Source: an optimization exercise on an open RTL-to-GDS flow (aim: small area, a short achievable clock period and few clock cycles). Production flows keep margins and buffers that such runs may drop.
RTL that was checked went through simulation tests only; none was proved equivalent to the original.
For runs 1, 2 and 6, only the layout was checked, not whether the RTL still works.
Power figures rest on the tool's default switching activity, not on a simulated workload.

### flow/design.v
`timescale 1ns / 1ps
module matrix_alu (
    input wire clk,
    input wire rst_n,
    input wire        start,
    input wire [2:0]  opcode,
    input wire [15:0] scalar_val,
    input wire [1:0]  slot_a_idx,
    input wire [1:0]  slot_b_idx,
    output reg        done,
    output reg        error,
    output reg [1:0]  mem_rd_slot,
    output reg [2:0]  mem_rd_row,
    output reg [2:0]  mem_rd_col,
    input  wire [15:0] mem_rd_data,
    input wire [2:0]  mem_current_m,
    input wire [2:0]  mem_current_n,
    output wire [1:0]  mem_wr_slot,
    output reg [2:0]  mem_wr_row,
    output reg [2:0]  mem_wr_col,
    output reg [15:0] mem_wr_data,
    output reg        mem_wr_we,
    output reg [2:0]  mem_res_m,
    output reg [2:0]  mem_res_n,
    output reg        mem_dim_we
);
    assign mem_wr_slot = 2'd2;
    wire is_add = (opcode == 3'd0);
    wire is_sub = (opcode == 3'd1);
    wire is_mul = (opcode == 3'd2);
    wire is_sca = (opcode == 3'd3);
    wire is_tra = (opcode == 3'd4);
    wire bad_op = opcode[2] & (opcode[1] | opcode[0]);
    wire two_ph = ~opcode[2];                   
    wire mulsca = is_mul | is_sca;
    reg       s1;          
    reg       rd_act;      
    reg       c1;          
    reg       phb;         
    reg       phbm;        
    reg [2:0] i, j, k;
    reg [2:0] dma, dna;    
    reg        e1, e2, e_first, e_last, e2_last, f_v;
    reg [15:0] a_hold, b_cur, cs_s, cs_c;
    reg [3:0]  bo, bt, bn;    
    always @(*) begin
        mem_rd_row = phbm ? k : i;
        mem_rd_col = phbm ? j : k;
    end
    wire       go     = start & ~bad_op;
    wire       rd_now = s1 | rd_act;
    wire [2:0] ma_e   = s1 ? mem_current_m : dma;
    wire [2:0] na_e   = s1 ? mem_current_n : dna;
    wire [2:0] nb_e   = c1 ? mem_current_n : mem_res_n;
    wire mism = c1 & (((is_add | is_sub) & ((mem_current_m != dma) | (mem_current_n != dna))) |
                      (is_mul & (mem_current_m != dna)));
    wire i_max = (i == ma_e - 3'd1);
    wire k_max = (k == na_e - 3'd1);
    wire j_max = (j == nb_e - 3'd1);
    wire adv    = rd_now & (phb | ~two_ph) & ~mism;
    wire end_rd = adv & i_max & k_max & (~is_mul | j_max);
    wire nphb   = rd_now & two_ph & ~mism & ~phb;
    always @(posedge clk or negedge rst_n) begin
        if (!rst_n) begin
            s1 <= 1'b0; rd_act <= 1'b0; c1 <= 1'b0; phb <= 1'b0; phbm <= 1'b0;
            mem_rd_slot <= 2'd0;
            i <= 3'd0; j <= 3'd0; k <= 3'd0;
            dma <= 3'd0; dna <= 3'd0;
            e1 <= 1'b0; e2 <= 1'b0; e_first <= 1'b0; e_last <= 1'b0; e2_last <= 1'b0; f_v <= 1'b0;
            mem_wr_we <= 1'b0; mem_wr_row <= 3'd0; mem_wr_col <= 3'd0;
            mem_res_m <= 3'd0; mem_res_n <= 3'd0; mem_dim_we <= 1'b0;
            done <= 1'b0; error <= 1'b0;
        end else begin
            s1 <= go;
            c1 <= s1 & two_ph;
            if (s1) begin
                dma <= mem_current_m;
                dna <= mem_current_n;
                mem_res_m <= is_tra ? mem_current_n : mem_current_m;
                mem_res_n <= is_tra ? mem_current_m : mem_current_n;
            end
            if (c1 & is_mul) mem_res_n <= mem_current_n;
            if (mism | end_rd) rd_act <= 1'b0;
            else if (rd_now) rd_act <= 1'b1;
            phb  <= nphb;
            phbm <= nphb & is_mul;
            mem_rd_slot <= (nphb & ~is_sca) ? slot_b_idx : slot_a_idx;
            if (adv) begin
                if (is_tra) begin
                    if (i_max) begin
                        i <= 3'd0;
                        k <= k_max ? 3'd0 : k + 3'd1;
                    end else i <= i + 3'd1;
                end else if (k_max) begin
                    k <= 3'd0;
                    if (~is_mul | j_max) begin
                        j <= 3'd0;
                        i <= i_max ? 3'd0 : i + 3'd1;
                    end else j <= j + 3'd1;
                end else k <= k + 3'd1;
            end
            e1      <= adv & mulsca;
            e_first <= ~is_mul | (k == 3'd0);
            e_last  <= ~is_mul | k_max;
            e2      <= e1;
            e2_last <= e_last;
            f_v     <= e2 & e2_last;
            mem_wr_we <= (adv & ~mulsca) | f_v;
            done <= 1'b0;
            if (mem_wr_we) begin
                if (mem_wr_col == mem_res_n - 3'd1) begin
                    mem_wr_col <= 3'd0;
                    if (mem_wr_row == mem_res_m - 3'd1) begin
                        mem_wr_row <= 3'd0;
                        done <= 1'b1;
                    end else mem_wr_row <= mem_wr_row + 3'd1;
                end else mem_wr_col <= mem_wr_col + 3'd1;
            end
            mem_dim_we <= (s1 & ~two_ph) | (c1 & two_ph & ~mism);
            if (start) error <= bad_op;
            else if (mism) error <= 1'b1;
        end
    end
    wire [8:0] bsrc = phb ? {a_hold[7:0], 1'b0} : a_hold[15:7];
    integer d;
    wire acc_en = ~(e1 & e_first);
    wire t0 = (bo[0] & b_cur[0]) ^ bn[0];
    wire t1 = ((bo[0] & b_cur[1]) | (bt[0] & b_cur[0])) ^ bn[0];
    wire t2 = ((bo[0] & b_cur[2]) | (bt[0] & b_cur[1])) ^ bn[0];
    wire t3 = ((bo[0] & b_cur[3]) | (bt[0] & b_cur[2])) ^ bn[0];
    wire t4 = ((bo[0] & b_cur[4]) | (bt[0] & b_cur[3])) ^ bn[0];
    wire t5 = ((bo[0] & b_cur[5]) | (bt[0] & b_cur[4])) ^ bn[0];
    wire t6 = ((bo[0] & b_cur[6]) | (bt[0] & b_cur[5])) ^ bn[0];
    wire t7 = ((bo[0] & b_cur[7]) | (bt[0] & b_cur[6])) ^ bn[0];
    wire t8 = ((bo[0] & b_cur[8]) | (bt[0] & b_cur[7])) ^ bn[0];
    wire t9 = ((bo[0] & b_cur[9]) | (bt[0] & b_cur[8])) ^ bn[0];
    wire t10 = ((bo[0] & b_cur[10]) | (bt[0] & b_cur[9])) ^ bn[0];
    wire t11 = ((bo[0] & b_cur[11]) | (bt[0] & b_cur[10])) ^ bn[0];
    wire t12 = ((bo[0] & b_cur[12]) | (bt[0] & b_cur[11])) ^ bn[0];
    wire t13 = ((bo[0] & b_cur[13]) | (bt[0] & b_cur[12])) ^ bn[0];
    wire t14 = ((bo[0] & b_cur[14]) | (bt[0] & b_cur[13])) ^ bn[0];
    wire t15 = ((bo[0] & b_cur[15]) | (bt[0] & b_cur[14])) ^ bn[0];
    wire t16 = bn[0];
    wire t17 = (bo[1] & b_cur[0]) ^ bn[1];
    wire t18 = ((bo[1] & b_cur[1]) | (bt[1] & b_cur[0])) ^ bn[1];
    wire t19 = ((bo[1] & b_cur[2]) | (bt[1] & b_cur[1])) ^ bn[1];
    wire t20 = ((bo[1] & b_cur[3]) | (bt[1] & b_cur[2])) ^ bn[1];
    wire t21 = ((bo[1] & b_cur[4]) | (bt[1] & b_cur[3])) ^ bn[1];
    wire t22 = ((bo[1] & b_cur[5]) | (bt[1] & b_cur[4])) ^ bn[1];
    wire t23 = ((bo[1] & b_cur[6]) | (bt[1] & b_cur[5])) ^ bn[1];
    wire t24 = ((bo[1] & b_cur[7]) | (bt[1] & b_cur[6])) ^ bn[1];
    wire t25 = ((bo[1] & b_cur[8]) | (bt[1] & b_cur[7])) ^ bn[1];
    wire t26 = ((bo[1] & b_cur[9]) | (bt[1] & b_cur[8])) ^ bn[1];
    wire t27 = ((bo[1] & b_cur[10]) | (bt[1] & b_cur[9])) ^ bn[1];
    wire t28 = ((bo[1] & b_cur[11]) | (bt[1] & b_cur[10])) ^ bn[1];
    wire t29 = ((bo[1] & b_cur[12]) | (bt[1] & b_cur[11])) ^ bn[1];
    wire t30 = ((bo[1] & b_cur[13]) | (bt[1] & b_cur[12])) ^ bn[1];
    wire t31 = bn[1];
    wire t32 = (bo[2] & b_cur[0]) ^ bn[2];
    wire t33 = ((bo[2] & b_cur[1]) | (bt[2] & b_cur[0])) ^ bn[2];
    wire t34 = ((bo[2] & b_cur[2]) | (bt[2] & b_cur[1])) ^ bn[2];
    wire t35 = ((bo[2] & b_cur[3]) | (bt[2] & b_cur[2])) ^ bn[2];
    wire t36 = ((bo[2] & b_cur[4]) | (bt[2] & b_cur[3])) ^ bn[2];
    wire t37 = ((bo[2] & b_cur[5]) | (bt[2] & b_cur[4])) ^ bn[2];
    wire t38 = ((bo[2] & b_cur[6]) | (bt[2] & b_cur[5])) ^ bn[2];
    wire t39 = ((bo[2] & b_cur[7]) | (bt[2] & b_cur[6])) ^ bn[2];
    wire t40 = ((bo[2] & b_cur[8]) | (bt[2] & b_cur[7])) ^ bn[2];
    wire t41 = ((bo[2] & b_cur[9]) | (bt[2] & b_cur[8])) ^ bn[2];
    wire t42 = ((bo[2] & b_cur[10]) | (bt[2] & b_cur[9])) ^ bn[2];
    wire t43 = ((bo[2] & b_cur[11]) | (bt[2] & b_cur[10])) ^ bn[2];
    wire t44 = bn[2];
    wire t45 = (bo[3] & b_cur[0]) ^ bn[3];
    wire t46 = ((bo[3] & b_cur[1]) | (bt[3] & b_cur[0])) ^ bn[3];
    wire t47 = ((bo[3] & b_cur[2]) | (bt[3] & b_cur[1])) ^ bn[3];
    wire t48 = ((bo[3] & b_cur[3]) | (bt[3] & b_cur[2])) ^ bn[3];
    wire t49 = ((bo[3] & b_cur[4]) | (bt[3] & b_cur[3])) ^ bn[3];
    wire t50 = ((bo[3] & b_cur[5]) | (bt[3] & b_cur[4])) ^ bn[3];
    wire t51 = ((bo[3] & b_cur[6]) | (bt[3] & b_cur[5])) ^ bn[3];
    wire t52 = ((bo[3] & b_cur[7]) | (bt[3] & b_cur[6])) ^ bn[3];
    wire t53 = ((bo[3] & b_cur[8]) | (bt[3] & b_cur[7])) ^ bn[3];
    wire t54 = ((bo[3] & b_cur[9]) | (bt[3] & b_cur[8])) ^ bn[3];
    wire t55 = bn[3];
    wire t56 = acc_en & cs_s[0];
    wire t57 = acc_en & cs_c[0];
    wire t58 = acc_en & cs_s[1];
    wire t59 = acc_en & cs_c[1];
    wire t60 = acc_en & cs_s[2];
    wire t61 = acc_en & cs_c[2];
    wire t62 = acc_en & cs_s[3];
    wire t63 = acc_en & cs_c[3];
    wire t64 = acc_en & cs_s[4];
    wire t65 = acc_en & cs_c[4];
    wire t66 = acc_en & cs_s[5];
    wire t67 = acc_en & cs_c[5];
    wire t68 = acc_en & cs_s[6];
    wire t69 = acc_en & cs_c[6];
    wire t70 = acc_en & cs_s[7];
    wire t71 = acc_en & cs_c[7];
    wire t72 = acc_en & cs_s[8];
    wire t73 = acc_en & cs_c[8];
    wire t74 = acc_en & cs_s[9];
    wire t75 = acc_en & cs_c[9];
    wire t76 = acc_en & cs_s[10];
    wire t77 = acc_en & cs_c[10];
    wire t78 = acc_en & cs_s[11];
    wire t79 = acc_en & cs_c[11];
    wire t80 = acc_en & cs_s[12];
    wire t81 = acc_en & cs_c[12];
    wire t82 = acc_en & cs_s[13];
    wire t83 = acc_en & cs_c[13];
    wire t84 = acc_en & cs_s[14];
    wire t85 = acc_en & cs_c[14];
    wire t86 = acc_en & cs_s[15];
    wire t87 = acc_en & cs_c[15];
    wire t88 = t16 ^ t56 ^ t57;
    wire t89 = (t16 & t56) | (t16 & t57) | (t56 & t57);
    wire t90 = t58 ^ t59 ^ t1;
    wire t91 = (t58 & t59) | (t58 & t1) | (t59 & t1);
    wire t92 = t31 ^ t60 ^ t61;
    wire t93 = (t31 & t60) | (t31 & t61) | (t60 & t61);
    wire t94 = t17 ^ t2 ^ t91;
    wire t95 = (t17 & t2) | (t17 & t91) | (t2 & t91);
    wire t96 = t62 ^ t63 ^ t18;
    wire t97 = (t62 & t63) | (t62 & t18) | (t63 & t18);
    wire t98 = t3 ^ t93 ^ t96;
    wire t99 = (t3 & t93) | (t3 & t96) | (t93 & t96);
    wire t100 = t44 ^ t64 ^ t65;
    wire t101 = (t44 & t64) | (t44 & t65) | (t64 & t65);
    wire t102 = t19 ^ t32 ^ t4;
    wire t103 = (t19 & t32) | (t19 & t4) | (t32 & t4);
    wire t104 = t100 ^ t97 ^ t102;
    wire t105 = (t100 & t97) | (t100 & t102) | (t97 & t102);
    wire t106 = t66 ^ t67 ^ t20;
    wire t107 = (t66 & t67) | (t66 & t20) | (t67 & t20);
    wire t108 = t33 ^ t5 ^ t101;
    wire t109 = (t33 & t5) | (t33 & t101) | (t5 & t101);
    wire t110 = t103 ^ t106 ^ t108;
    wire t111 = (t103 & t106) | (t103 & t108) | (t106 & t108);
    wire t112 = t55 ^ t68 ^ t69;
    wire t113 = (t55 & t68) | (t55 & t69) | (t68 & t69);
    wire t114 = t21 ^ t34 ^ t45;
    wire t115 = (t21 & t34) | (t21 & t45) | (t34 & t45);
    wire t116 = t6 ^ t107 ^ t112;
    wire t117 = (t6 & t107) | (t6 & t112) | (t107 & t112);
    wire t118 = t114 ^ t109 ^ t116;
    wire t119 = (t114 & t109) | (t114 & t116) | (t109 & t116);
    wire t120 = t70 ^ t71 ^ t22;
    wire t121 = (t70 & t71) | (t70 & t22) | (t71 & t22);
    wire t122 = t35 ^ t46 ^ t7;
    wire t123 = (t35 & t46) | (t35 & t7) | (t46 & t7);
    wire t124 = t113 ^ t115 ^ t120;
    wire t125 = (t113 & t115) | (t113 & t120) | (t115 & t120);
    wire t126 = t122 ^ t117 ^ t124;
    wire t127 = (t122 & t117) | (t122 & t124) | (t117 & t124);
    wire t128 = t72 ^ t73 ^ t23;
    wire t129 = (t72 & t73) | (t72 & t23) | (t73 & t23);
    wire t130 = t36 ^ t47 ^ t8;
    wire t131 = (t36 & t47) | (t36 & t8) | (t47 & t8);
    wire t132 = t121 ^ t123 ^ t128;
    wire t133 = (t121 & t123) | (t121 & t128) | (t123 & t128);
    wire t134 = t130 ^ t125 ^ t132;
    wire t135 = (t130 & t125) | (t130 & t132) | (t125 & t132);
    wire t136 = t74 ^ t75 ^ t24;
    wire t137 = (t74 & t75) | (t74 & t24) | (t75 & t24);
    wire t138 = t37 ^ t48 ^ t9;
    wire t139 = (t37 & t48) | (t37 & t9) | (t48 & t9);
    wire t140 = t129 ^ t131 ^ t136;
    wire t141 = (t129 & t131) | (t129 & t136) | (t131 & t136);
    wire t142 = t138 ^ t133 ^ t140;
    wire t143 = (t138 & t133) | (t138 & t140) | (t133 & t140);
    wire t144 = t76 ^ t77 ^ t10;
    wire t145 = (t76 & t77) | (t76 & t10) | (t77 & t10);
    wire t146 = t25 ^ t38 ^ t49;
    wire t147 = (t25 & t38) | (t25 & t49) | (t38 & t49);
    wire t148 = t137 ^ t139 ^ t144;
    wire t149 = (t137 & t139) | (t137 & t144) | (t139 & t144);
    wire t150 = t146 ^ t141 ^ t148;
    wire t151 = (t146 & t141) | (t146 & t148) | (t141 & t148);
    wire t152 = t78 ^ t79 ^ t11;
    wire t153 = (t78 & t79) | (t78 & t11) | (t79 & t11);
    wire t154 = t26 ^ t39 ^ t50;
    wire t155 = (t26 & t39) | (t26 & t50) | (t39 & t50);
    wire t156 = t145 ^ t147 ^ t152;
    wire t157 = (t145 & t147) | (t145 & t152) | (t147 & t152);
    wire t158 = t154 ^ t149 ^ t156;
    wire t159 = (t154 & t149) | (t154 & t156) | (t149 & t156);
    wire t160 = t80 ^ t81 ^ t12;
    wire t161 = (t80 & t81) | (t80 & t12) | (t81 & t12);
    wire t162 = t27 ^ t40 ^ t51;
    wire t163 = (t27 & t40) | (t27 & t51) | (t40 & t51);
    wire t164 = t153 ^ t155 ^ t160;
    wire t165 = (t153 & t155) | (t153 & t160) | (t155 & t160);
    wire t166 = t162 ^ t157 ^ t164;
    wire t167 = (t162 & t157) | (t162 & t164) | (t157 & t164);
    wire t168 = t82 ^ t83 ^ t13;
    wire t169 = (t82 & t83) | (t82 & t13) | (t83 & t13);
    wire t170 = t28 ^ t41 ^ t52;
    wire t171 = (t28 & t41) | (t28 & t52) | (t41 & t52);
    wire t172 = t161 ^ t163 ^ t168;
    wire t173 = (t161 & t163) | (t161 & t168) | (t163 & t168);
    wire t174 = t170 ^ t165 ^ t172;
    wire t175 = (t170 & t165) | (t170 & t172) | (t165 & t172);
    wire t176 = t84 ^ t85 ^ t14;
    wire t177 = (t84 & t85) | (t84 & t14) | (t85 & t14);
    wire t178 = t29 ^ t42 ^ t53;
    wire t179 = (t29 & t42) | (t29 & t53) | (t42 & t53);
    wire t180 = t169 ^ t171 ^ t176;
    wire t181 = (t169 & t171) | (t169 & t176) | (t171 & t176);
    wire t182 = t178 ^ t173 ^ t180;
    wire t183 = (t178 & t173) | (t178 & t180) | (t173 & t180);
    wire t184 = t86 ^ t87 ^ t15;
    wire t185 = t30 ^ t43 ^ t54;
    wire t186 = t177 ^ t179 ^ t184;
    wire t187 = t185 ^ t181 ^ t186;
    wire t188 = t183 ^ t187;
    wire [15:0] cs_s_n = {t188, t175, t167, t159, t151, t143, t135, t127, t119, t111, t105, t99, t95, t92, t89, t0};
    wire [15:0] cs_c_n = {1'b0, t182, t174, t166, t158, t150, t142, t134, t126, t118, t110, t104, t98, t94, t90, t88};
    always @(posedge clk) begin
        if (start | (rd_now & two_ph & ~phb & ~is_sca))
            a_hold <= is_sca ? scalar_val : mem_rd_data;
        b_cur <= phb ? mem_rd_data : {b_cur[7:0], 8'd0};
        for (d = 0; d < 4; d = d + 1) begin
            bo[d] <= bsrc[2*d+1] ^ bsrc[2*d];
            bt[d] <= (bsrc[2*d+2] & ~bsrc[2*d+1] & ~bsrc[2*d]) | (~bsrc[2*d+2] & bsrc[2*d+1] & bsrc[2*d]);
            bn[d] <= bsrc[2*d+2];
        end
        cs_s <= cs_s_n;
        cs_c <= cs_c_n;
        if (mulsca)      mem_wr_data <= cs_s + cs_c;
        else if (is_add) mem_wr_data <= a_hold + mem_rd_data;
        else if (is_sub) mem_wr_data <= a_hold - mem_rd_data;
        else             mem_wr_data <= mem_rd_data;
    end
endmodule
### flow/run.sh
#!/bin/bash
# synth_recipe.tcl (not shown) runs the flow's synth.tcl, then flattens the netlist and writes it again
# the make line also repeats each setting of config.mk as NAME=value (left out here)
make -C /OpenROAD-flow-scripts/flow DESIGN_CONFIG=/design/flow/config.mk WORK_HOME=/design/flow/orfs CLKGATE_MAP_FILE= SYNTH_SCRIPT=/design/flow/synth_recipe.tcl finish
### flow/config.mk
export PLATFORM = sky130hd
export DESIGN_NAME = matrix_alu
export DESIGN_NICKNAME = matrix_alu
export VERILOG_FILES = /design/flow/design.v
export SDC_FILE = /design/flow/constraint.sdc
export NUM_CORES = 4
export LEC_CHECK = 0
export CAP_MARGIN = 20
export CORE_MARGIN = 2
export CORE_UTILIZATION = 40
export SETUP_SLACK_MARGIN = 5
export SLEW_MARGIN = 20
### flow/constraint.sdc
create_clock -name core_clock -period 8.0 [get_ports {clk}]
set_input_delay 1.6000 -clock core_clock [delete_from_list [all_inputs] [get_ports {clk}]]
set_output_delay 1.6000 -clock core_clock [all_outputs]
set_load 0.01 [all_outputs]
==> flow_summary.json, run 1 <==
{
  "synth-xor-area-share": 0.103,
  "synthCells": 1007,
  "dieArea_um2": 25400,
  "fmax_mhz": 290,
  "overflow": 0,
  "drive_above_1_share": 0.279,
  "final.setup.tns_ns": 0,
  "route.vias.total": 8090,
  "crit_type": "in2reg",
  "hp-class": "reg2reg",
  "clock_skew_ns": 0.00928,
  "insertion_delay_ns": 0.43,
  "path_cells": "buf_12, ha_4, inv_2, fa_2, o21bai_4, a221oi_4, a2111oi_4, o31a_1, a221oi_2, or3_1, a31oi_1, o32ai_1",
  "worstPathRequired_ns": 8.33,
  "worstPathMaxFanout": 3,
  "avgSynthCellArea_um2": 9.61,
  "syn_area_um2": 9680,
  "cellLeakagePower_nw": 5.36,
  "drt_iter0_drc": 488,
  "io_buffers": 87,
  "cpMaxStageDelayCell": "o31a_1",
  "track_usage": 0.234,
  "initial_utilization": 0.410,
  "crit_family": "compound AO/OA/AOI/OAI gates",
  "crit_arrival_ns": 3.78,
  "yosys_warnings": 1,
  "synth_compound_area_frac": 0.158,
  "cts_buffer_depth": 2,
  "area_delta_synth_final_pct": 33.8,
  "syn_nets": 1162,
  "vias_per_cell": 5.46,
  "pre_cts_ws_ns": 3.42,
  "cts.clk_slew.worst_paths_ns": 0.06,
  "drc_errors": 0,
  "numCtsBuffers": 17,
  "io_pins": 90,
  "grt_setup_unrepaired": "true",
  "synth_simple_gate_area_frac": 0.112,
  "cts-root-buf": "clkbuf_16",
  "path_buf_inv": 2,
  "max_cap_violations": 0,
  "yosys_most_used_dff": "dfxtp_1",
  "antenna_found_initial": 0,
  "mostFrequentLayoutCell": "xnor2_1",
  "grt_max_degree": 45,
  "p_seq_frac": 0.261,
  "powerDensity_nw_per_um2": 357,
  "p_sw_frac": 0.430,
  "yosysSeqAreaShare": 0.319,
  "fin_crit_sh": 0.431,
  "p_int_mw": 2.64,
  "finalCriticalPeriod_ns": 3.45,
  "setup_ws_ns": 4.55,
  "peakVddDrop_mv": 0.177,
  "slowest_delay_ns": 0.37,
  "synth_top_family_by_area": "adder cells",
  "first_pass_iters": 6,
  "synth_edf_count": 16,
  "relSlewSlack": 0.378,
  "h-tree-depth": 4,
  "clkSinkCount": 135,
  "die_h_um": 160,
  "fill_cells": 2093,
  "placed_cell_area_um2": 11000,
  "postRouteAntennaNets": 0,
  "worst_pin_slew_ns": 0.932,
  "whs_ns": 0.361,
  "diodes": 0,
  "final_nets": 1306,
  "die_x_um": 160,
  "drv_slew": 0,
  "finalSetupViolations": 0,
  "routed_wl_mm": 29.7,
  "clkPwrFrac": 0.164,
  "dp.final_hpwl_mm": 19.9,
  "final_cell_mix": "xnor2_1, buf_4, inv_1, nand2_1, dfxtp_1",
  "synth_cell_type_count": 81,
  "wire_per_inst_um": 20.0,
  "cts_tree": "built",
  "ys_ff_latch": 135,
  "grt_pass1_wl_mm": 46.1,
  "synthMuxAreaShare": 0.0688,
  "crit_path_start_kind": "primary input",
  "synthArstFlopShare": 0.326,
  "switchingPower_mw": 1.99,
  "p_comb_frac": 0.575,
  "cp-end-kind": "register",
  "outcome": "complete, no violations",
  "synthAdderAreaFrac": 0.178,
  "routabilityCongestion": 0.870,
  "grt_pass1_vias": 8134,
  "core_um2": 23600,
  "rows": 56,
  "fin_area_um2": 12900,
  "hold_violations": 0
}
==> Yosys cell counts (all sizes together) (13+ instances only) <==
cell / n / area, um^2
clkbuf: 35 / 131
xor2: 26 / 228
and2: 16 / 100
edfxtp: 16 / 480
fa: 51 / 1020
buf: 19 / 101
inv: 95 / 357
a21oi: 42 / 210
nor2: 38 / 143
a22oi: 49 / 368
xnor2: 88 / 771
nor3: 21 / 126
o21ai: 48 / 244
dfrtp: 44 / 1100
mux2: 33 / 372
nand2: 76 / 285
dfxtp: 75 / 1500
ha: 56 / 701
nand3: 16 / 80.1
a31oi: 13 / 81.3
mux2i: 29 / 294
==> power groups by stage <==
stage	combinational (mW)	sequential, mW	clock (mW)
floorplan	1.82	1.10	0
global placement	2.39	1.22	0
detailed placement	2.43	1.21	0
CTS	2.59	1.21	0.771
global route	3.04	1.23	0.801
finish	2.66	1.20	0.760
==> worst reg2reg max path: stages (launching register included) <==
cell and delay (ns):
dfxtp_1 0.35, ha_1 0.18, inv_1 0.06, fa_1 0.37, nand2b_1 0.19, a21oi_1 0.28
o31ai_1 0.17, a21oi_1 0.35, nor3_1 0.14, o311ai_0 0.57, o32ai_1 0.15
==> metal layers <==
layer	routed length [um]	global-route usage
met4	797	0.0806
met5	0	0
met3	2150	0.0482
met2	13300	0.366
met1	13400	0.322
==> layout make-up <==
class	count	area [um^2]	share of cell area
multi-input cells	724	6770	0.523
flip-flops and latches	135	3140	0.242
repair buffers	178	1700	0.131
clock buffers	19	464	0.0358
well taps	319	399	0.0308
inverters	95	380	0.0294
clock inverters	13	95.1	0.00734
==> worst paths after layout <==
| check | cells after the start | startpoint | slack (ns) | end |
|---|---|---|---|---|
| max | 12 | mem_rd_data[0] | 4.55 | mem_wr_data[14] |
| min | 0 | e_last | 0.36 | e2_last |
| max reg2reg | 10 | cs_s[0] | 5.07 | mem_wr_data[14] |
| min reg2reg | 0 | e_last | 0.36 | e2_last |
| max in group asynchronous | 1 | rst_n | 6.40 | mem_wr_col[2] |
| min in group asynchronous | 1 | rst_n | 1.16 | i[2] |
==> registers in the layout, summed over array words and instances, names as in the netlist, 4 cells and up <==
signal / cells
cs_c: 15
bt: 4
a_hold: 16
bn: 4
bo: 4
b_cur: 16
cs_s: 16
mem_wr_data: 16
==> cells by family after synthesis <==
| kind of cell | count (synthesis) |
|---|---|
| muxes | 62 |
| adders and majority gates | 107 |
| AOI/OAI and AO/OA | 219 |
| xor gates and xnor gates | 114 |
| DFF | 135 |
| and+or+nand+nor | 219 |
| other | 2 |
| buffers and inverters | 149 |
==> stage by stage <==
stage                     std cells   util  total power, mW
after global routing           1483  0.548             5.07
after detailed placement       1364  0.464             3.64
after global placement         1364  0.464             3.61
final                          1483  0.548             4.62
after floorplan                1007      -             2.92
after CTS                      1445  0.526             4.57
==> timing repair <==
item | CTS | global route
pin swaps | 39 | 40
endpoints found under the setup margin | 101 | 51
hold buffers | 0 | 0
gates resized for setup | 245 | 62
setup buffers | 45 | 37
cloned | 4 | 1
==> run 2: changes to the inputs <==
--- a/flow/config.mk
+++ b/flow/config.mk
@@ -8,5 +8,5 @@
 export CAP_MARGIN = 20
 export CORE_MARGIN = 2
 export CORE_UTILIZATION = 40
-export SETUP_SLACK_MARGIN = 5
+export SETUP_SLACK_MARGIN = 4
 export SLEW_MARGIN = 20
==> run 2 against run 1 <==
Net effect: fmax is 11% lower; routed wire length is 12% lower; cell count is 5.5% lower; largest power group unchanged; sequential share of layout area is 2.3 points higher; combinational power is 7.5% lower; register-to-register slack worse by 0.36 ns; clock power is 24% higher; synthesized cell count stayed put; hold slack worse by 0.013 ns; worst setup slack worse by 0.45 ns; still clean.
==> flow_summary.json, run 2 <==
{
  "outcome": "complete, no violations",
  "cts_tree": "built",
  "area.sequential_um2": 3080,
  "fin_crit_sh": 0.487,
  "final_util": 0.492,
  "synthCells": 1007,
  "wire_per_inst_um": 18.7,
  "drv_slew": 0,
  "fmax_mhz": 257,
  "dp.final_hpwl_mm": 19.5,
  "min_from": "e_last",
  "die_x_um": 160,
  "final_cell_mix": "inv_1, xnor2_1, clkdlybuf4s50_1, nand2_1, dfxtp_1",
  "antenna_found_initial": 0,
  "worstPathMaxFanout": 6,
  "cp-end-kind": "register",
  "insertion_delay_ns": 0.43,
  "clkSinkCount": 135,
  "dieArea_um2": 25400,
  "r2r_slack_ns": 4.71,
  "yosys_most_used_dff": "dfxtp_1",
  "clock_skew_ns": 0.0106,
  "r2r_end": "cs_s[15]",
  "path_buf_inv": 3,
  "finalSetupViolations": 0,
  "cts.clk_slew.worst_paths_ns": 0.07,
  "pre_cts_ws_ns": 3.31,
  "yosys_warnings": 1,
  "die_h_um": 160,
  "path_cells": "clkdlybuf4s50_1, inv_1, ha_4, buf_4, a21oi_1, nor2b_1, o31a_1, o41ai_4, o21ai_0, o41ai_2, o32ai_1",
  "io_pins": 90,
  "powerDensity_nw_per_um2": 395,
  "first_pass_iters": 5,
  "synthArstFlopShare": 0.326,
  "grt_pass1_vias": 7520,
  "relSlewSlack": 0.209,
  "cts_hold_buffers": 0,
  "synth_edf_count": 16,
  "postRouteAntennaNets": 0,
  "setup_ws_ns": 4.11,
  "numCtsBuffers": 17,
  "fill_cells": 2224,
  "reg2reg_from": "bn[0]",
  "avgSynthCellArea_um2": 9.61,
  "finalCriticalPeriod_ns": 3.89,
  "vias_per_cell": 5.31,
  "synth_cell_type_count": 81,
  "diodes": 0,
  "synth_top_area_cell": "dfxtp_1",
  "peakVddDrop_mv": 0.175,
  "grt_setup_unrepaired": "true",
  "worstPathRequired_ns": 8.30,
  "min_path_cells": 0,
  "yosysSeqAreaShare": 0.319,
  "worst_pin_slew_ns": 1.18,
  "cts-root-buf": "clkbuf_16",
  "multi_input_area_um2": 6130,
  "grt_max_degree": 45,
  "drc_errors": 0,
  "routabilityCongestion": 0.876,
  "crit_path_start_kind": "primary input",
  "ys_ff_latch": 135,
  "drive_above_1_share": 0.104,
  "crit_type": "in2reg",
  "area_delta_synth_final_pct": 20.1,
  "grt_pass1_wl_mm": 42.0,
  "cellLeakagePower_nw": 4.84,
  "final.setup.tns_ns": 0,
  "slowest_delay_ns": 0.57,
  "core_um2": 23600,
  "drt_iter0_drc": 662,
  "crit_arrival_ns": 4.20,
  "crit_family": "compound AO/OA/AOI/OAI gates",
  "initial_utilization": 0.410,
  "final_nets": 1224,
  "syn_area_um2": 9680,
  "yosysMostFrequentCell": "inv_1",
  "routed_wl_mm": 26.2,
  "hold_violations": 0,
  "io_buffers": 87,
  "r2r_cells": 10,
  "rows": 56,
  "synth_top_area_share": 0.155,
  "cpMaxStageDelayCell": "clkdlybuf4s50_1",
  "hp-class": "reg2reg",
  "syn_nets": 1162,
  "mostFrequentLayoutCell": "inv_1",
  "min_to": "e2_last",
  "synth_area_leaders": "dfxtp_1, dfrtp_1, fa_1",
  "synth_common_cells": "inv_1, xnor2_1, nand2_1",
  "max_cap_violations": 0,
  "route.vias.total": 7443,
  "track_usage": 0.211,
  "overflow": 0,
  "cts_buffer_depth": 2,
  "h-tree-depth": 4
}
run 2: layer usage:
metal / wire [um] / vias to the layer above / global-route usage
li1: - / 3581 / -
met3: 1170 / 27 / 0.0365
met4: 390 / 0 / 0.0533
met2: 12000 / 212 / 0.328
met1: 12700 / 3623 / 0.304
met5: 0 / - / 0
run 2: report_power, final:
part           switching [mW]  internal, mW
combinational            1.32          1.13
clock                   0.311         0.635
sequential              0.246         0.944
run 2: area by class of cell:
type                       count  share of cell area
clock buffer                  20              0.0394
clock inverter                12              0.0211
multi-input combinational    723               0.527
inverter                      95              0.0307
timing repair buffer          97              0.0817
tap                          319              0.0343
sequential                   135               0.265
run 2: worst max path at each step:
stage	from	endpoint	cells past startpoint
2_1_floorplan	mem_rd_data[9]	mem_wr_data[15]	8
5_1_grt	mem_rd_data[4]	mem_wr_data[12]	11
6_report	mem_rd_data[5]	mem_wr_data[14]	11
3_3_place_gp	mem_rd_data[2]	mem_wr_data[14]	10
3_5_place_dp	mem_rd_data[1]	mem_wr_data[15]	11
4_1_cts	opcode[1]	a_hold[11]	5
run 2: logic make-up (layout without fill, tap and decap cells):
logic type	count (synthesis)	count (layout)	share of synthesized area
fa+ha+maj	107	107	0.178
compound gates	219	219	0.158
flops	135	135	0.319
other cells	2	2	0.000776
simple gates	219	219	0.112
mux	62	62	0.0688
buf+inv	149	224	0.0609
xor+xnor	114	114	0.103
run 2: metrics by stage:
step	cells	power, mW	instance area [um^2]	hold WS [ns]
after floorplan	1007	2.88	9680	0.331
after global placement	1365	3.57	10800	0.336
after detailed placement	1365	3.64	10800	0.335
after CTS	1398	4.62	11500	0.348
after global routing	1401	5.05	11600	0.358
final	1401	4.59	11600	0.348
run 2: timing repair:
action | CTS | global route
setup buffers | 1 | 3
resized for setup | 18 | 18
pin swaps | 3 | 6
setup endpoints to repair | 9 | 28
==> run 3: changes to the inputs <==
--- a/flow/design.v
+++ b/flow/design.v
@@ -40,7 +40,7 @@
     reg       phbm;        
     reg [2:0] i, j, k;
     reg [2:0] dma, dna;    
-    reg        e1, e2, e_first, e_last, e2_last, f_v;
+    reg        e1, e2, e_first, e_last, e2_last, f_v, e_ew;
     reg [15:0] a_hold, b_cur, cs_s, cs_c;
     reg [3:0]  bo, bt, bn;    
     always @(*) begin
@@ -59,32 +59,21 @@
     wire j_max = (j == nb_e - 3'd1);
     wire adv    = rd_now & (phb | ~two_ph) & ~mism;
     wire end_rd = adv & i_max & k_max & (~is_mul | j_max);
-    wire nphb   = rd_now & two_ph & ~mism & ~phb;
+    wire nphb   = (rd_now & two_ph & ~mism & ~phb) | (go & is_sca);
     always @(posedge clk or negedge rst_n) begin
         if (!rst_n) begin
-            s1 <= 1'b0; rd_act <= 1'b0; c1 <= 1'b0; phb <= 1'b0; phbm <= 1'b0;
-            mem_rd_slot <= 2'd0;
+            s1 <= 1'b0; rd_act <= 1'b0; c1 <= 1'b0; phb <= 1'b0;
             i <= 3'd0; j <= 3'd0; k <= 3'd0;
-            dma <= 3'd0; dna <= 3'd0;
-            e1 <= 1'b0; e2 <= 1'b0; e_first <= 1'b0; e_last <= 1'b0; e2_last <= 1'b0; f_v <= 1'b0;
+            e1 <= 1'b0; e2 <= 1'b0; f_v <= 1'b0; e_ew <= 1'b0;
             mem_wr_we <= 1'b0; mem_wr_row <= 3'd0; mem_wr_col <= 3'd0;
-            mem_res_m <= 3'd0; mem_res_n <= 3'd0; mem_dim_we <= 1'b0;
+            mem_dim_we <= 1'b0;
             done <= 1'b0; error <= 1'b0;
         end else begin
             s1 <= go;
             c1 <= s1 & two_ph;
-            if (s1) begin
-                dma <= mem_current_m;
-                dna <= mem_current_n;
-                mem_res_m <= is_tra ? mem_current_n : mem_current_m;
-                mem_res_n <= is_tra ? mem_current_m : mem_current_n;
-            end
-            if (c1 & is_mul) mem_res_n <= mem_current_n;
             if (mism | end_rd) rd_act <= 1'b0;
             else if (rd_now) rd_act <= 1'b1;
             phb  <= nphb;
-            phbm <= nphb & is_mul;
-            mem_rd_slot <= (nphb & ~is_sca) ? slot_b_idx : slot_a_idx;
             if (adv) begin
                 if (is_tra) begin
                     if (i_max) begin
@@ -100,12 +89,10 @@
                 end else k <= k + 3'd1;
             end
             e1      <= adv & mulsca;
-            e_first <= ~is_mul | (k == 3'd0);
-            e_last  <= ~is_mul | k_max;
             e2      <= e1;
-            e2_last <= e_last;
             f_v     <= e2 & e2_last;
-            mem_wr_we <= (adv & ~mulsca) | f_v;
+            e_ew    <= adv & ~mulsca;
+            mem_wr_we <= e_ew | f_v;
             done <= 1'b0;
             if (mem_wr_we) begin
                 if (mem_wr_col == mem_res_n - 3'd1) begin
@@ -316,9 +303,23 @@
     wire [15:0] cs_s_n = {t188, t175, t167, t159, t151, t143, t135, t127, t119, t111, t105, t99, t95, t92, t89, t0};
     wire [15:0] cs_c_n = {1'b0, t182, t174, t166, t158, t150, t142, t134, t126, t118, t110, t104, t98, t94, t90, t88};
     always @(posedge clk) begin
+        if (s1) begin
+            dma <= mem_current_m;
+            dna <= mem_current_n;
+            mem_res_m <= is_tra ? mem_current_n : mem_current_m;
+            mem_res_n <= is_tra ? mem_current_m : mem_current_n;
+        end
+        if (c1 & is_mul) mem_res_n <= mem_current_n;
+        phbm <= nphb & is_mul;
+        mem_rd_slot <= (nphb & ~is_sca) ? slot_b_idx : slot_a_idx;
+        e_first <= ~is_mul | (k == 3'd0);
+        e_last  <= ~is_mul | k_max;
+        e2_last <= e_last;
+    end
+    always @(posedge clk) begin
         if (start | (rd_now & two_ph & ~phb & ~is_sca))
             a_hold <= is_sca ? scalar_val : mem_rd_data;
-        b_cur <= phb ? mem_rd_data : {b_cur[7:0], 8'd0};
+        b_cur <= (phb | ~two_ph) ? mem_rd_data : {b_cur[7:0], 8'd0};
         for (d = 0; d < 4; d = d + 1) begin
             bo[d] <= bsrc[2*d+1] ^ bsrc[2*d];
             bt[d] <= (bsrc[2*d+2] & ~bsrc[2*d+1] & ~bsrc[2*d]) | (~bsrc[2*d+2] & bsrc[2*d+1] & bsrc[2*d]);
@@ -327,8 +328,8 @@
         cs_s <= cs_s_n;
         cs_c <= cs_c_n;
         if (mulsca)      mem_wr_data <= cs_s + cs_c;
-        else if (is_add) mem_wr_data <= a_hold + mem_rd_data;
-        else if (is_sub) mem_wr_data <= a_hold - mem_rd_data;
-        else             mem_wr_data <= mem_rd_data;
+        else if (is_add) mem_wr_data <= a_hold + b_cur;
+        else if (is_sub) mem_wr_data <= a_hold - b_cur;
+        else             mem_wr_data <= b_cur;
     end
 endmodule
--- a/flow/config.mk
+++ b/flow/config.mk
@@ -8,5 +8,5 @@
 export CAP_MARGIN = 20
 export CORE_MARGIN = 2
 export CORE_UTILIZATION = 40
-export SETUP_SLACK_MARGIN = 4
+export SETUP_SLACK_MARGIN = 4.5
 export SLEW_MARGIN = 20
==> run 3 against run 2 <==
Net effect: still clean on timing, DRC and antenna; fmax grew 13%; hold slack got worse by 0.019 ns; combinational power is 3% higher; via count decreased by 2.8%; sequential share of layout area rose by 1.0 points; sequential power about the same; final area down 3.5%; global-route usage down 0.52 points; flip-flop and latch count rose by 1.
==> flow_summary.json, run 3 <==
{
  "postRouteAntennaNets": 0,
  "fmax_mhz": 289,
  "total_power_mw": 4.55,
  "vias_per_cell": 5.28,
  "switchingPower_mw": 1.96,
  "max_cap_violations": 0,
  "worstPathMaxFanout": 26,
  "drc_errors": 0,
  "crit_type": "in2reg",
  "p_comb_frac": 0.557,
  "min_from": "e_last",
  "wirelength_met1_mm": 11.3,
  "io_pins": 90,
  "cts_buffer_depth": 2,
  "final_cells": 1370,
  "finalSetupViolations": 0,
  "insertion_delay_ns": 0.43,
  "powerDensity_nw_per_um2": 405,
  "synth_edf_count": 22,
  "final.setup.tns_ns": 0,
  "final_util": 0.482,
  "syn_area_um2": 9390,
  "r2r_cells": 10,
  "cellLeakagePower_nw": 4.65,
  "min_path_cells": 0,
  "clock_skew_ns": 0.00973,
  "cts_tree": "built",
  "p_seq_frac": 0.267,
  "synth_common_cells": "xnor2_1, inv_1, dfxtp_1",
  "placed_cell_area_um2": 10500,
  "track_usage": 0.206,
  "grt_pass1_vias": 7088,
  "avgSynthCellArea_um2": 9.67,
  "clkPwrFrac": 0.176,
  "worstPathRequired_ns": 8.32,
  "rows": 56,
  "h-tree-depth": 4,
  "p_int_mw": 2.58,
  "synthArstFlopShare": 0.199,
  "met3_length_mm": 1.35,
  "drt_iter0_drc": 594,
  "p_sw_frac": 0.432,
  "crit_path_start_kind": "primary input",
  "dp.final_hpwl_mm": 18.3,
  "grt_setup_unrepaired": "false",
  "grt_pass1_wl_mm": 39.0,
  "yosys_most_used_dff": "dfxtp_1",
  "grt_max_degree": 39,
  "fill_cells": 2194,
  "dr_wl_met2_mm": 11.4,
  "area_delta_synth_final_pct": 19.4,
  "hold_violations": 0,
  "numCtsBuffers": 17,
  "final_nets": 1193,
  "synth_top_area_share": 0.185,
  "final_cell_mix": "xnor2_1, inv_1, dfxtp_1, clkdlybuf4s50_1, nand2_1",
  "drv_slew": 0,
  "syn_nets": 1126,
  "route.vias.total": 7235,
  "die_x_um": 157,
  "finalCriticalPeriod_ns": 3.46,
  "min_to": "e2_last",
  "yosys_warnings": 1,
  "crit_arrival_ns": 3.78,
  "synthCells": 971,
  "setup_ws_ns": 4.54,
  "reg2reg_from": "bn[0]",
  "fin_crit_sh": 0.432,
  "outcome": "complete, no violations",
  "pre_cts_ws_ns": 3.72,
  "ys_ff_latch": 136,
  "dieArea_um2": 24700,
  "mostFrequentLayoutCell": "xnor2_1",
  "peakVddDrop_mv": 0.178,
  "r2r_end": "cs_s[15]",
  "initial_utilization": 0.404,
  "cts_hold_buffers": 0,
  "io_buffers": 87,
  "core_um2": 23300,
  "cp-end-kind": "register",
  "hp-class": "reg2reg",
  "overflow": 0,
  "antenna_found_initial": 0,
  "whs_ns": 0.328,
  "top_layer": "met4",
  "cts.clk_slew.worst_paths_ns": 0.07,
  "clkSinkCount": 136,
  "worst_pin_slew_ns": 0.857,
  "yosysSeqAreaShare": 0.328,
  "routabilityCongestion": 0.907,
  "relSlewSlack": 0.428,
  "fin_area_um2": 11200,
  "drive_above_1_share": 0.105,
  "routed_wl_mm": 24.6,
  "wire_per_inst_um": 18.0,
  "cts-root-buf": "clkbuf_16",
  "die_h_um": 157,
  "yosysMostFrequentCell": "xnor2_1",
  "synth_area_leaders": "dfxtp_1, fa_1, xnor2_1",
  "synth_top_area_cell": "dfxtp_1",
  "synth_cell_type_count": 68,
  "r2r_slack_ns": 4.76,
  "diodes": 0,
  "first_pass_iters": 6,
  "place_inst": 1336
}
run 3: cell count changes after synthesis, sizes merged, moves of 5 or more:
cell / change
mux2i: -10
and2: -6
mux2: +7
buf: -9
dfrtp: -17
nor2: +8
nor3: -5
dfxtp: +12
nand2: -6
nand3: -5
xnor2: +9
edfxtp: +6
run 3: area by class of cell:
type / count / area [um^2] / share of cell area
multi-input combinational: 695 / 5810 / 0.518
inverter: 92 / 345 / 0.0308
clock inverter: 15 / 163 / 0.0145
tap: 319 / 399 / 0.0356
timing repair buffer: 96 / 987 / 0.0880
clock buffer: 17 / 425 / 0.0379
sequential: 136 / 3090 / 0.275
run 3: timing repair:
action	in CTS	in global routing
setup buffers	0	1
hold endpoints to repair	0	0
endpoints found under the setup margin	29	19
pin swaps	1	1
resized for setup	16	17
gates cloned	0	1
run 3: critical path, cell delays in order:
cell and delay, ns:
clkdlybuf4s50_1 0.52, buf_8 0.22, nor2b_4 0.25, nand2b_2 0.13
a31oi_2 0.24, o21ai_2 0.11, o21ai_2 0.10, or2_4 0.20
a211o_1 0.19, nand2b_4 0.16, o21ai_2 0.06
run 3: logic make-up (layout without fill, tap and decap cells):
kind of cell	after synthesis	after routing	share of synthesized area
AOI/OAI and AO/OA	205	205	0.146
and+or+nand+nor	202	202	0.103
buffers and inverters	140	220	0.0586
DFF	136	136	0.328
xor gates and xnor gates	120	120	0.112
adders and majority gates	107	107	0.183
muxes	59	59	0.0695
other	2	2	0.000799
run 3: how the worst max path moves through the flow:
stage / end / from / depth (start not counted)
global placement: i[2] / opcode[1] / 11
global route: i[2] / opcode[1] / 11
floorplan: i[2] / mem_current_n[1] / 8
detailed placement: i[2] / opcode[1] / 11
CTS: i[2] / opcode[0] / 10
finish: i[2] / opcode[1] / 11
run 3: power groups by stage:
stage / registers, mW / clock network [mW] / logic [mW]
2_1_floorplan: 1.10 / 0 / 1.87
3_5_place_dp: 1.22 / 0 / 2.55
3_3_place_gp: 1.22 / 0 / 2.44
6_report: 1.21 / 0.799 / 2.53
5_1_grt: 1.24 / 0.835 / 2.91
4_1_cts: 1.21 / 0.809 / 2.57
run 3: per-layer routing:
metal / GRT usage / vias up
met4: 0.0641 / 0
met5: 0 / -
met3: 0.0350 / 39
met2: 0.323 / 240
met1: 0.290 / 3510
li1: - / 3446
Testbench counts of run 3, summed over its fixed seeds: cycles 11,568.
==> run 4: changes to the inputs <==
--- a/flow/config.mk
+++ b/flow/config.mk
@@ -8,5 +8,5 @@
 export CAP_MARGIN = 20
 export CORE_MARGIN = 2
 export CORE_UTILIZATION = 40
-export SETUP_SLACK_MARGIN = 4.5
+export SETUP_SLACK_MARGIN = 5
 export SLEW_MARGIN = 20
==> run 4 against run 3 <==
Net effect: clock skew is 0.0035 ns higher; routed wire length rose by 4.7%; hold slack improved by 0.013 ns; flip-flop and latch count unchanged; critical path type unchanged; largest cell class unchanged; fmax rose by 13%; sequential power barely moved; combinational power up 5%; largest power group unchanged; still clean; register-to-register slack improved by 0.35 ns; die area is the same; highest routed layer unchanged; count of clock-buffer cells in the layout unchanged; cell count is 3.0% higher.
==> flow_summary.json, run 4 <==
{
  "grt_setup_unrepaired": "true",
  "final_cells": 1411,
  "finalCriticalPeriod_ns": 3.07,
  "fmax_mhz": 326,
  "dieArea_um2": 24700,
  "fin_crit_sh": 0.383,
  "initial_utilization": 0.404,
  "io_pins": 90,
  "final_nets": 1234,
  "routed_wl_mm": 25.8,
  "finalSetupViolations": 0,
  "insertion_delay_ns": 0.44,
  "worst_pin_slew_ns": 0.752,
  "cellLeakagePower_nw": 5.03,
  "diodes": 0,
  "area_delta_synth_final_pct": 26.7,
  "synth_common_cells": "xnor2_1, inv_1, dfxtp_1",
  "overflow": 0,
  "synth_edf_count": 22,
  "cts_buffer_depth": 2,
  "cts-root-buf": "clkbuf_16",
  "worstPathRequired_ns": 8.36,
  "yosys_warnings": 1,
  "synth_top_family_by_area": "adder cells",
  "total_power_mw": 4.70,
  "vias_per_cell": 5.25,
  "powerDensity_nw_per_um2": 395,
  "dp.final_hpwl_mm": 18.6,
  "syn_area_um2": 9390,
  "synth-xor-area-share": 0.112,
  "final_util": 0.512,
  "synth_top_area_share": 0.185,
  "core_um2": 23300,
  "fin_area_um2": 11900,
  "relSlewSlack": 0.498,
  "route.vias.total": 7403,
  "synthAdderAreaFrac": 0.183,
  "synth_cell_type_count": 68,
  "outcome": "complete, no violations",
  "final.setup.tns_ns": 0,
  "max_cap_violations": 0,
  "drive_above_1_share": 0.198,
  "synth_simple_gate_area_frac": 0.103,
  "yosysMostFrequentCell": "xnor2_1",
  "track_usage": 0.215,
  "worstPathMaxFanout": 5,
  "wire_per_inst_um": 18.3,
  "synth_area_leaders": "dfxtp_1, fa_1, xnor2_1",
  "crit_type": "in2reg",
  "place_inst": 1335,
  "synthArstFlopShare": 0.199,
  "crit_arrival_ns": 3.43,
  "first_pass_iters": 6,
  "clkSinkCount": 136,
  "rows": 56,
  "cts.clk_slew.worst_paths_ns": 0.07,
  "grt_pass1_vias": 7453,
  "die_x_um": 157,
  "placed_cell_area_um2": 10500,
  "yosysSeqAreaShare": 0.328,
  "drt_iter0_drc": 548,
  "cp-end-kind": "register",
  "h-tree-depth": 4,
  "grt_max_degree": 28,
  "synthMuxAreaShare": 0.0695,
  "synthCells": 971,
  "cts_tree": "built",
  "antenna_found_initial": 0,
  "yosys_most_used_dff": "dfxtp_1",
  "mostFrequentLayoutCell": "xnor2_1",
  "numCtsBuffers": 17,
  "io_buffers": 87,
  "avgSynthCellArea_um2": 9.67,
  "hold_violations": 0,
  "grt_pass1_wl_mm": 40.5,
  "syn_nets": 1126,
  "clock_skew_ns": 0.0132,
  "peakVddDrop_mv": 0.166,
  "die_h_um": 157,
  "hp-class": "reg2reg",
  "drv_slew": 0,
  "synth_compound_area_frac": 0.146,
  "ys_ff_latch": 136,
  "fill_cells": 2177,
  "crit_path_start_kind": "primary input",
  "postRouteAntennaNets": 0,
  "synth_top_area_cell": "dfxtp_1",
  "drc_errors": 0,
  "final_cell_mix": "xnor2_1, inv_1, nand2_1, clkdlybuf4s50_1, dfxtp_1",
  "routabilityCongestion": 0.908
}
run 4: cell counts after synthesis:
No cell type changed its count.
run 4: kinds of logic (layout without fill, tap and decap cells):
logic type | Yosys count | after routing
adder cells (fa/ha/maj) | 107 | 107
multiplexers | 59 | 59
AO/OA/AOI/OAI | 205 | 205
other | 2 | 2
AND/OR/NAND/NOR | 202 | 202
XOR/XNOR | 120 | 120
flip-flops | 136 | 136
buffers and inverters | 140 | 261
run 4: path summary, 6_finish.rpt:
kind | from | end | slack [ns] | depth (start not counted)
max in group asynchronous | rst_n | mem_wr_we | 6.15 | 2
setup / recovery | mem_current_m[1] | i[2] | 4.93 | 10
setup reg to reg | b_cur[0] | mem_wr_data[12] | 5.11 | 13
hold / removal | e_last | e2_last | 0.34 | 0
hold reg to reg | e_last | e2_last | 0.34 | 0
min in group asynchronous | rst_n | c1 | 1.55 | 2
run 4: layer usage:
layer  GRT usage  routed length, um  vias to the layer above
li1            -                  -                     3528
met1       0.296              11800                     3595
met2       0.351              12200                      249
met3      0.0388               1430                       31
met4      0.0519                393                        0
met5           0                  0                        -
run 4: power by group:
group | leakage [nW] | switching (mW) | total, mW | internal [mW]
Combinational | 3.43 | 1.40 | 2.65 | 1.26
Clock | 0.307 | 0.368 | 0.846 | 0.478
Sequential | 1.29 | 0.243 | 1.20 | 0.961
run 4: what timing repair did:
action | in CTS | in global routing
pin swaps | 11 | 17
hold buffers | 0 | 0
endpoints found under the setup margin | 90 | 63
buffers inserted | 23 | 17
hold endpoints to repair | 0 | 0
resized for setup | 122 | 60
gates cloned | 3 | 1
run 4: cell type report:
cell class / count / area (um^2) / area share
clock inverter: 15 / 201 / 0.0169
sequential: 136 / 3140 / 0.264
inverter: 92 / 348 / 0.0292
timing repair buffer: 137 / 1410 / 0.118
multi-input combinational: 695 / 5980 / 0.502
tap: 319 / 399 / 0.0335
clock buffer: 17 / 425 / 0.0357
run 4: worst max-delay path, stage by stage:
cell and delay [ns]:
buf_6 0.11, xnor2_2 0.11, nand4_1 0.16, o31a_1 0.31, o21ai_2 0.18, o21ai_2 0.08, or2_4 0.29, a211o_4 0.30
nand2b_4 0.16, o21ai_2 0.12
run 4: through the flow:
step           hold WS (ns)  setup slack, ns
2_1_floorplan         0.310             4.75
3_3_place_gp          0.310             3.52
3_5_place_dp          0.319             3.40
4_1_cts               0.343             4.86
5_1_grt               0.360             4.88
6_report              0.342             4.93
==> run 5: changes to the inputs <==
--- a/flow/config.mk
+++ b/flow/config.mk
@@ -7,6 +7,7 @@
 export LEC_CHECK = 0
 export CAP_MARGIN = 20
 export CORE_MARGIN = 2
-export CORE_UTILIZATION = 40
+export CORE_UTILIZATION = 60
+export CTS_BUF_LIST = sky130_fd_sc_hd__clkbuf_4 sky130_fd_sc_hd__clkbuf_8
 export SETUP_SLACK_MARGIN = 5
 export SLEW_MARGIN = 20
==> run 5 against run 4 <==
Net effect: core utilization rose by 24 points; first-iteration DRC count rose by 1.3%; register-to-register slack got worse by 0.03 ns; synthesized cell count did not move; count of clock-buffer cells in the layout rose by 1; hold slack got worse by 0.010 ns; power fell by 4.8%; sequential power barely moved; global-route usage rose by 7.5 points; non-clock buffer count fell by 7; area after synthesis did not move; critical path depth rose by 1; critical path type unchanged; largest cell class unchanged; largest power group unchanged.
==> flow_summary.json, run 5 <==
{
  "outcome": "complete, no violations",
  "postRouteAntennaNets": 0,
  "powerDensity_nw_per_um2": 391,
  "avgSynthCellArea_um2": 9.67,
  "synth_top_area_share": 0.185,
  "drc_errors": 0,
  "clkSinkCount": 136,
  "final.setup.tns_ns": 0,
  "drt_iter0_drc": 555,
  "h-tree-depth": 4,
  "synth-xor-area-share": 0.112,
  "min_path_cells": 0,
  "crit_path_start_kind": "primary input",
  "relSlewSlack": 0.489,
  "hold_violations": 0,
  "first_pass_iters": 5,
  "routed_wl_mm": 23.3,
  "crit_arrival_ns": 3.45,
  "startpoint": "mem_current_m[0]",
  "crit_family": "compound AO/OA/AOI/OAI gates",
  "synthCells": 971,
  "cts_tree": "built",
  "die_x_um": 129,
  "cts_hold_buffers": 0,
  "yosysSeqAreaShare": 0.328,
  "path_cells": "buf_12, xnor2_2, nand4_1, o31a_1, o21ai_2, o21ai_2, or2_4, buf_12, nor3_4, o21ai_1, o2bb2ai_1",
  "cellLeakagePower_nw": 4.96,
  "numCtsBuffers": 17,
  "drv_slew": 0,
  "wire_per_inst_um": 18.0,
  "routabilityCongestion": 0.954,
  "worstPathMaxFanout": 5,
  "cpMaxStageDelayCell": "o31a_1",
  "fin_crit_sh": 0.389,
  "grt_pass1_vias": 7131,
  "yosys_warnings": 1,
  "grt_setup_unrepaired": "true",
  "synth_top_area_cell": "dfxtp_1",
  "path_buf_inv": 2,
  "final_cell_mix": "xnor2_1, inv_1, nand2_1, dfxtp_1, clkdlybuf4s50_1",
  "worst_pin_slew_ns": 0.766,
  "fmax_mhz": 322,
  "grt_pass1_wl_mm": 37.1,
  "clock_skew_ns": 0.0174,
  "synth_cell_type_count": 68,
  "synth_top_family_by_area": "adder cells",
  "io_pins": 90,
  "cts-root-buf": "clkbuf_8",
  "route.vias.total": 7399,
  "slowest_delay_ns": 0.30,
  "diodes": 0,
  "finalCriticalPeriod_ns": 3.11,
  "syn_area_um2": 9390,
  "dieArea_um2": 16700,
  "dp.final_hpwl_mm": 16.8,
  "crit_type": "in2reg",
  "antenna_found_initial": 1,
  "vias_per_cell": 5.71,
  "reg2reg_from": "a_hold[0]",
  "initial_utilization": 0.616,
  "fin_area_um2": 11500,
  "synth_area_leaders": "dfxtp_1, fa_1, xnor2_1",
  "synthMuxAreaShare": 0.0695,
  "synth_compound_area_frac": 0.146,
  "io_buffers": 87,
  "ys_ff_latch": 136,
  "crit_cells": 11,
  "area_delta_synth_final_pct": 21.9,
  "insertion_delay_ns": 0.46,
  "fill_cells": 1098,
  "drive_above_1_share": 0.179,
  "yosys_most_used_dff": "dfxtp_1",
  "yosysMostFrequentCell": "xnor2_1",
  "total_power_mw": 4.48,
  "overflow": 0,
  "synth_edf_count": 22,
  "final_nets": 1227,
  "max_cap_violations": 0,
  "placed_cell_area_um2": 10400,
  "synthAdderAreaFrac": 0.183,
  "rows": 45,
  "core_um2": 15300,
  "multi_input_area_um2": 5930,
  "mostFrequentLayoutCell": "xnor2_1",
  "peakVddDrop_mv": 0.186,
  "die_h_um": 129,
  "finalSetupViolations": 0,
  "whs_ns": 0.331,
  "synth_simple_gate_area_frac": 0.103,
  "worstPathRequired_ns": 8.34,
  "synth_common_cells": "xnor2_1, inv_1, dfxtp_1",
  "area.sequential_um2": 3120,
  "hp-class": "reg2reg",
  "syn_nets": 1126,
  "cp-end-kind": "register",
  "r2r_cells": 12,
  "min_from": "e_last",
  "grt_max_degree": 28,
  "track_usage": 0.290,
  "cts.clk_slew.worst_paths_ns": 0.08,
  "cts_buffer_depth": 2,
  "synthArstFlopShare": 0.199
}
-- run 5: timing repair --
action / 4_1_cts / 5_1_grt
hold endpoints to repair: 0 / 0
setup buffers: 30 / 4
resized for setup: 116 / 51
cloned: 3 / 0
pin swaps: 12 / 11
setup endpoints to repair: 89 / 70
-- run 5: where the power goes --
part | total (mW) | switching (mW) | internal, mW | leakage (nW)
logic | 2.65 | 1.40 | 1.26 | 3.45
registers | 1.18 | 0.227 | 0.957 | 1.29
clock network | 0.639 | 0.293 | 0.346 | 0.213
-- run 5: routing by layer --
layer / track usage / wire length [um]
met1: 0.415 / 10600
met2: 0.449 / 10600
met3: 0.0566 / 1580
met4: 0.0895 / 548
met5: 0 / 0
-- run 5: logic make-up after synthesis --
| kind of cell | after synthesis |
|---|---|
| flops | 136 |
| simple gates | 202 |
| other cells | 2 |
| buf+inv | 140 |
| mux | 59 |
| compound gates | 205 |
| fa+ha+maj | 107 |
| xor+xnor | 120 |
-- run 5: final timing paths --
check | to | slack [ns]
setup / recovery | j[2] | 4.89
hold / removal | e2_last | 0.33
setup reg to reg | mem_wr_data[8] | 5.08
hold reg to reg | e2_last | 0.33
max in group asynchronous | mem_wr_we | 6.18
min in group asynchronous | i[1] | 1.52
-- run 5: layout make-up --
cell class	count	share of cell area
Sequential cell	136	0.273
Tap cell	211	0.0230
Clock buffer	18	0.0211
Timing Repair Buffer	130	0.118
Clock inverter	14	0.0173
Multi-Input combinational cell	695	0.518
Inverter	92	0.0301
-- run 5: stage by stage --
step | instances | util | setup WS (ns)
global placement | 1227 | 0.680 | 3.56
detailed placement | 1227 | 0.680 | 3.46
CTS | 1292 | 0.740 | 4.96
global route | 1296 | 0.751 | 4.87
finish | 1296 | 0.751 | 4.89
floorplan | 971 | - | 4.75
==> run 6: changes to the inputs <==
--- a/flow/design.v
+++ b/flow/design.v
@@ -57,12 +57,13 @@
     wire i_max = (i == ma_e - 3'd1);
     wire k_max = (k == na_e - 3'd1);
     wire j_max = (j == nb_e - 3'd1);
-    wire adv    = rd_now & (phb | ~two_ph) & ~mism;
+    reg  kill;             
+    wire adv    = rd_now & (phb | ~two_ph) & ~kill;
     wire end_rd = adv & i_max & k_max & (~is_mul | j_max);
-    wire nphb   = (rd_now & two_ph & ~mism & ~phb) | (go & is_sca);
+    wire nphb   = (rd_now & two_ph & ~kill & ~phb) | (go & is_sca);
     always @(posedge clk or negedge rst_n) begin
         if (!rst_n) begin
-            s1 <= 1'b0; rd_act <= 1'b0; c1 <= 1'b0; phb <= 1'b0;
+            s1 <= 1'b0; rd_act <= 1'b0; c1 <= 1'b0; phb <= 1'b0; kill <= 1'b0;
             i <= 3'd0; j <= 3'd0; k <= 3'd0;
             e1 <= 1'b0; e2 <= 1'b0; f_v <= 1'b0; e_ew <= 1'b0;
             mem_wr_we <= 1'b0; mem_wr_row <= 3'd0; mem_wr_col <= 3'd0;
@@ -71,10 +72,13 @@
         end else begin
             s1 <= go;
             c1 <= s1 & two_ph;
-            if (mism | end_rd) rd_act <= 1'b0;
+            kill <= mism;
+            if (kill | end_rd) rd_act <= 1'b0;
             else if (rd_now) rd_act <= 1'b1;
             phb  <= nphb;
-            if (adv) begin
+            if (kill) begin
+                i <= 3'd0; j <= 3'd0; k <= 3'd0;
+            end else if (adv) begin
                 if (is_tra) begin
                     if (i_max) begin
                         i <= 3'd0;
@@ -89,10 +93,10 @@
                 end else k <= k + 3'd1;
             end
             e1      <= adv & mulsca;
-            e2      <= e1;
+            e2      <= e1 & ~kill;
             f_v     <= e2 & e2_last;
             e_ew    <= adv & ~mulsca;
-            mem_wr_we <= e_ew | f_v;
+            mem_wr_we <= (e_ew & ~kill) | f_v;
             done <= 1'b0;
             if (mem_wr_we) begin
                 if (mem_wr_col == mem_res_n - 3'd1) begin
--- a/flow/config.mk
+++ b/flow/config.mk
@@ -7,7 +7,6 @@
 export LEC_CHECK = 0
 export CAP_MARGIN = 20
 export CORE_MARGIN = 2
-export CORE_UTILIZATION = 60
-export CTS_BUF_LIST = sky130_fd_sc_hd__clkbuf_4 sky130_fd_sc_hd__clkbuf_8
+export CORE_UTILIZATION = 40
 export SETUP_SLACK_MARGIN = 5
 export SLEW_MARGIN = 20
==> run 6 against run 5 <==
Net effect: still clean; worst setup slack improved by 0.12 ns; sequential power rose by 3%; final area rose by 7.2%; sequential share of layout area fell by 1.6 points; flip-flop and latch count rose by 1; critical endpoint is now mem_wr_data[12].
==> flow_summary.json, run 6 <==
{
  "outcome": "complete, no violations",
  "cts.clk_slew.worst_paths_ns": 0.07,
  "crit_type": "reg2reg",
  "max_cap_violations": 0,
  "drv_slew": 0,
  "cellLeakagePower_nw": 5.11,
  "postRouteAntennaNets": 0,
  "final_cells": 1464,
  "whs_ns": 0.326,
  "drc_errors": 0,
  "synthCells": 1028,
  "h-tree-depth": 4,
  "yosysSeqAreaShare": 0.318,
  "die_h_um": 160,
  "initial_utilization": 0.404,
  "hp-class": "reg2reg",
  "syn_area_um2": 9770,
  "synth_cell_type_count": 78,
  "yosysMostFrequentCell": "xnor2_1",
  "r2r_end": "mem_wr_data[12]",
  "worst_pin_slew_ns": 0.837,
  "min_to": "e2_last",
  "ys_ff_latch": 137,
  "yosys_warnings": 1,
  "cts_tree": "built",
  "clkSinkCount": 137,
  "startpoint": "b_cur[0]",
  "die_x_um": 160,
  "r2r_cells": 11,
  "setup_ws_ns": 5.01,
  "final_nets": 1282,
  "reg2reg_from": "b_cur[0]",
  "diodes": 0,
  "final_util": 0.508,
  "avgSynthCellArea_um2": 9.50,
  "synth_common_cells": "xnor2_1, dfxtp_1, inv_1",
  "final_cell_mix": "xnor2_1, inv_1, nand2_1, clkdlybuf4s50_1, dfxtp_1",
  "io_buffers": 87,
  "routed_wl_mm": 27.4,
  "r2r_slack_ns": 5.01,
  "relSlewSlack": 0.442,
  "cts-root-buf": "clkbuf_16",
  "routabilityCongestion": 0.938,
  "vias_per_cell": 5.40,
  "final.setup.tns_ns": 0,
  "cp-end-kind": "register",
  "area_delta_synth_final_pct": 25.7,
  "synth_area_leaders": "dfxtp_1, fa_1, xnor2_1",
  "rows": 57,
  "cts_buffer_depth": 2,
  "grt_pass1_wl_mm": 42.9,
  "insertion_delay_ns": 0.43,
  "synth_edf_count": 22,
  "powerDensity_nw_per_um2": 392,
  "grt_setup_unrepaired": "true",
  "fin_area_um2": 12300,
  "syn_nets": 1183,
  "min_path_cells": 0,
  "worstPathMaxFanout": 10,
  "fill_cells": 2208,
  "fin_crit_sh": 0.374,
  "mostFrequentLayoutCell": "xnor2_1",
  "pre_cts_ws_ns": 3.45,
  "yosys_most_used_dff": "dfxtp_1",
  "route.vias.total": 7907,
  "first_pass_iters": 5,
  "clock_skew_ns": 0.0142,
  "track_usage": 0.214,
  "drt_iter0_drc": 597,
  "grt_max_degree": 29,
  "antenna_found_initial": 0,
  "io_pins": 90,
  "place_inst": 1388,
  "synth_top_area_cell": "dfxtp_1",
  "dieArea_um2": 25700,
  "dp.final_hpwl_mm": 19.7,
  "synthArstFlopShare": 0.204,
  "drive_above_1_share": 0.194,
  "core_um2": 24200,
  "min_from": "e_last",
  "peakVddDrop_mv": 0.192,
  "finalSetupViolations": 0,
  "total_power_mw": 4.82,
  "finalCriticalPeriod_ns": 2.99,
  "synth_top_area_share": 0.178,
  "worstPathRequired_ns": 8.31,
  "fmax_mhz": 334,
  "hold_violations": 0,
  "crit_path_start_kind": "register",
  "placed_cell_area_um2": 11000,
  "crit_arrival_ns": 3.30,
  "numCtsBuffers": 17,
  "wire_per_inst_um": 18.7,
  "grt_pass1_vias": 7718,
  "overflow": 0
}
[run 6: cell types whose count changed after synthesis, sizes merged, moves of 7 or more]
| cell | previous run | this run |
|---|---|---|
| a21oi | 40 | 51 |
| buf | 10 | 24 |
| nor2 | 46 | 55 |
| inv | 92 | 83 |
| nor2b | 14 | 22 |
| nor3 | 16 | 23 |
[run 6: worst max path at each step]
stage	endpoint
global route	mem_wr_data[12]
detailed placement	a_hold[11]
CTS	mem_rd_row[1]
floorplan	k[0]
finish	mem_wr_data[12]
global placement	a_hold[12]
[run 6: final cells by class]
| type | count | area [um^2] | share of cell area |
|---|---|---|---|
| timing repair buffer | 137 | 1310 | 0.107 |
| tap | 324 | 405 | 0.0330 |
| multi-input combinational | 749 | 6430 | 0.524 |
| clock buffer | 21 | 504 | 0.0411 |
| inverter | 85 | 328 | 0.0267 |
| clock inverter | 11 | 140 | 0.0114 |
| sequential | 137 | 3160 | 0.257 |
[run 6: logic make-up after synthesis]
family                     share of synthesized area
adders and majority gates                      0.176
and+or+nand+nor                                0.120
muxes                                         0.0731
xor gates and xnor gates                       0.107
AOI/OAI and AO/OA                              0.147
buffers and inverters                         0.0590
DFF                                            0.318
other                                       0.000769
[run 6: critical path: stages (launching register included)]
cell and delay, ns:
dfxtp_1 0.37, buf_4 0.23, ha_1 0.22, fa_1 0.20, and2b_1 0.20, o2111ai_1 0.25
nand4_1 0.24, a31oi_4 0.28, o21ai_1 0.14, mux2i_1 0.14, o31a_1 0.33, o32ai_4 0.28
[run 6: repair_timing]
item                                    4_1_cts  5_1_grt
setup buffers                                19       22
gates resized for setup                     106       48
hold buffers                                  0        0
endpoints found under the setup margin       93       25
pin swaps                                    14       18
gates cloned                                  2        1
[run 6: routing by layer]
metal	wire [um]	GRT usage	vias up	part of all wire
li1	-	-	3734	-
met1	12100	0.284	3858	0.44
met2	13100	0.360	270	0.48
met3	1480	0.0374	45	0.054
met4	694	0.0639	0	0.025
met5	0	0	-	0
[run 6: where the power goes]
group / total, mW / leakage [nW] / internal, mW / switching (mW)
combinational: 2.73 / 3.49 / 1.29 / 1.44
clock: 0.870 / 0.321 / 0.526 / 0.344
sequential: 1.22 / 1.31 / 0.963 / 0.253

separate check: timing with driven ports:
Ports are ideal in the flow. The routed layouts listed here were re-timed in OpenROAD. Step 1 assumes that a clkbuf_16 drives the clock port and a buf_2 every other input. Step 2 also shifts input and output timing later by t, the mid clock arrival at the registers, as if the neighbouring blocks saw the same clock. Three values: ideal, step 1, step 2; two values: the first two.
| run | t (ns) | setup slack, ns |
|---|---|---|
| run 1 | 0.473 | 4.552 / 4.546 / 4.073 |
| run 2 | 0.473 | 4.106 / 4.133 / 3.661 |
| run 3 | 0.476 | 4.545 / 4.537 / 4.095 |
| run 4 | 0.477 | 4.935 / 4.942 / 4.465 |
| run 5 | 0.486 | 4.890 / 4.884 / 4.398 |
| run 6 | 0.469 | 5.010 / 4.980 / 4.614 |
After both steps setup and hold are still met in every run listed.
